Source: an optimization exercise on an open RTL-to-GDS flow (aim: small area, a short achievable clock period and few clock cycles). Production flows keep margins and buffers that such runs may drop. Where RTL was checked, it was by simulation tests only, not by an equivalence proof against the original.

## oak
==> flow/design.v (excerpt) <==
module matmul
#(
    parameter DIM_BITS = 16,
    parameter MEM_AW = 16,
    parameter MEM_DW = 32,
    parameter PREC = 16)
(
    input [MEM_AW-1:0] aBASE,
    input [DIM_BITS-1:0] aCOLS,
    input [DIM_BITS-1:0] aROWS,
    input [DIM_BITS-1:0] aSTRIDE,
    input [MEM_AW-1:0] bBASE,
    input [DIM_BITS-1:0] bCOLS,
    input [DIM_BITS-1:0] bSTRIDE,
    input [MEM_AW-1:0] cBASE,
    input [DIM_BITS-1:0] cSTRIDE,
    input clk,
    input go,
    input [MEM_DW-1:0] mem_rdata,
    input rst_n,
    output reg [MEM_AW-1:0] mem_addr,
    output reg mem_req,
    output [MEM_DW-1:0] mem_wdata,
    output reg mem_write,
    output reg ret
);
localparam S_IDLE = 2'd0;
localparam S_RD   = 2'd1;
localparam S_GAP  = 2'd2;
localparam S_WR   = 2'd3;
localparam K_A0 = 2'd0;
localparam K_B0 = 2'd1;
localparam K_B1 = 2'd2;
localparam K_A1 = 2'd3;
reg [1:0] st;
reg [1:0] ph;           
reg       gcnt;         
reg       kfirst;       
reg       wpend;        
reg       zero;         
reg       shortk;       
reg       w_r1, w_c1;   
reg       w_nrow;       
reg       w_done;       
reg [15:0] krem, jrem, irem;
reg [15:0] a_row, a_ptr, b_col, b_ptr, c_row, c_ptr;
reg       q_v, d1_v, d2_v;
reg       q_f, d1_f, d2_f;
reg [1:0] q_k, d1_k, d2_k;
reg [15:0] ha0, hb0, hb1;
reg [15:0] xr, yr;
reg m_v, m_f, pend;
reg [31:0] ps, pc;       
wire [31:0] ms, mc;
matmul_csmul u_mul (.x(xr), .y(yr), .s(ms), .c(mc));
wire [31:0] acc_a = p_f ? 32'd0 : acc0;
wire [31:0] acc_s = acc_a ^ ps ^ pc;
wire [31:0] acc_c = ((acc_a & ps) | (acc_a & pc) | (ps & pc));
reg p_f;
reg [31:0] acc0, acc1, acc2, acc3;
assign mem_wdata = acc3;
wire arr_a0 = d2_v & (d2_k == K_A0);
wire arr_b0 = d2_v & (d2_k == K_B0);
wire arr_b1 = d2_v & (d2_k == K_B1);
wire arr_a1 = d2_v & (d2_k == K_A1);
wire klast = (krem[15:1] == 15'd0);
wire jlast = (jrem[15:2] == 14'd0) && (jrem[1:0] != 2'd3);
wire ilast = (irem[15:2] == 14'd0) && (irem[1:0] != 2'd3);
  ...
For scale: ~3300 cells after synthesis, roughly 460 flip-flops, about 230 I/O pins, about 0.030 mm^2 of cells after synthesis.
Settings: LEC_CHECK=0, ABC_CLOCK_PERIOD_IN_PS=3000, CAP_MARGIN=20, CORE_MARGIN=2, CORE_UTILIZATION=40, PLACE_DENSITY=0.6, SETUP_SLACK_MARGIN=5, SLEW_MARGIN=20; clock period 10.0 ns.
run.sh (not shown) runs the stock make flow with config.mk's settings and CLKGATE_MAP_FILE= SYNTH_SCRIPT=/design/flow/synth_recipe.tcl, a recipe that flattens the netlist after the stock synthesis.
oak closes out successfully: all stages finished, all timing, DRC and antenna checks passed.
Testbench counts of oak, summed over its fixed seeds: cycles 52,372.
### oak -> pine
--- a/flow/design.v
+++ b/flow/design.v
@@ -43,30 +43,27 @@
 reg       w_nrow;       
 reg       w_done;       
 reg [15:0] krem, jrem, irem;
 reg [15:0] a_row, a_ptr, b_col, b_ptr, c_row, c_ptr;
 reg       q_v, d1_v, d2_v;
 reg       q_f, d1_f, d2_f;
 reg [1:0] q_k, d1_k, d2_k;
-reg [15:0] ha0, hb0, hb1;
-reg [15:0] xr, yr;
-reg m_v, m_f, pend;
+reg [15:0] ha0, ha1, hb0, hb1;
+reg m_v, m_f, m_x, m_y, pend;
 reg [31:0] ps, pc;       
 wire [31:0] ms, mc;
-matmul_csmul u_mul (.x(xr), .y(yr), .s(ms), .c(mc));
+wire [15:0] mx = (m_v & ~zero) ? (m_x ? ha1 : ha0) : 16'd0;
+wire [15:0] my = m_y ? hb1 : hb0;
+matmul_csmul u_mul (.x(mx), .y(my), .s(ms), .c(mc));
 wire [31:0] acc_a = p_f ? 32'd0 : acc0;
 wire [31:0] acc_s = acc_a ^ ps ^ pc;
 wire [31:0] acc_c = ((acc_a & ps) | (acc_a & pc) | (ps & pc));
 reg p_f;
 reg [31:0] acc0, acc1, acc2, acc3;
 assign mem_wdata = acc3;
-wire arr_a0 = d2_v & (d2_k == K_A0);
-wire arr_b0 = d2_v & (d2_k == K_B0);
-wire arr_b1 = d2_v & (d2_k == K_B1);
-wire arr_a1 = d2_v & (d2_k == K_A1);
 wire klast = (krem[15:1] == 15'd0);
 wire jlast = (jrem[15:2] == 14'd0) && (jrem[1:0] != 2'd3);
 wire ilast = (irem[15:2] == 14'd0) && (irem[1:0] != 2'd3);
 wire [15:0] a_step2 = {aSTRIDE[14:0], 1'b0};
 wire [15:0] c_step2 = {cSTRIDE[14:0], 1'b0};
 reg [1:0]  st_n, ph_n, q_k_n;
 reg        mem_req_n, ret_n, q_v_n, q_f_n, mem_write_n;
@@ -284,39 +281,37 @@
     b_ptr <= b_ptr_n;
     c_row <= c_row_n;
     c_ptr <= c_ptr_n;
     mem_addr <= mem_addr_n;
     mem_write <= mem_write_n;
     q_f <= q_f_n;
     q_k <= q_k_n;
-    if (!pend)
+    if (!pend) begin
         m_f <= d2_f;
+        m_x <= (d2_k == K_A1);
+        m_y <= (d2_k == K_B1);
+    end
+    else begin
+        m_x <= 1'b1;
+        m_y <= 1'b1;
+    end
 end
 always @(posedge clk) begin
     d1_f <= q_f;
     d1_k <= q_k;
     d2_f <= d1_f;
     d2_k <= d1_k;
-    if (arr_a0) ha0 <= mem_rdata[15:0];
-    if (arr_b0) hb0 <= mem_rdata[15:0];
-    if (arr_b1) hb1 <= mem_rdata[15:0];
-    if (zero)
-        xr <= 16'd0;
-    else if (arr_b0 | arr_b1)
-        xr <= ha0;
-    else if (arr_a1)
-        xr <= mem_rdata[15:0];
-    else if (!pend)
-        xr <= 16'd0;
-    if (arr_a1)
-        yr <= hb0;
-    else if (pend)
-        yr <= hb1;
-    else
-        yr <= mem_rdata[15:0];
+    if (d2_v) begin
+        case (d2_k)
+            K_A0: ha0 <= mem_rdata[15:0];
+            K_B0: hb0 <= mem_rdata[15:0];
+            K_B1: hb1 <= mem_rdata[15:0];
+            K_A1: ha1 <= mem_rdata[15:0];
+        endcase
+    end
     p_f <= m_v & m_f;
     ps <= ms;
     pc <= mc;
     acc3 <= acc_s + {acc_c[30:0], 1'b0};
     acc2 <= acc3;
     acc1 <= acc2;
     acc0 <= acc1;
[summary]
pine vs. oak: fraction of met1 tracks used by global routing up 0.34 points, number of cells on the worst hold path flat. Diff oak -> pine: average instance area after synthesis now larger. When pine is measured against oak, its detailed route wirelength on metal3 turns out about 40% higher.
For pine, only the layout was checked, not whether the RTL still works.

afterwards: timing with drivers on the ports:
Ports are ideal in the flow. The routed layouts listed here were re-timed in OpenROAD. Step 1, drivers: a clkbuf_16 drives clk and a buf_2 each remaining input, both assumed. Step 2 adds t to the input delays and takes it off the output delays; t is the mean of the earliest and latest rising clock arrival at the registers after step 1. Input paths then give back, and output paths get back, about the clock's delay inside the block. Three values: ideal, step 1, step 2; two values: the first two.
run | t, ns | setup slack, ns | latest minus earliest clock arrival (ns) | cell pins on the clock port's net
oak | 0.678 | 5.400 / 5.400 / 4.777 | 0.035 / 0.036 | 1
pine | 0.668 | 5.220 / 5.220 / 4.584 | 0.038 / 0.039 | 1
After both steps every run listed still meets setup and hold. For pine, which loses most, drivers alone change the setup slack by 0.000 ns; drivers and shift together by -0.636 ns.
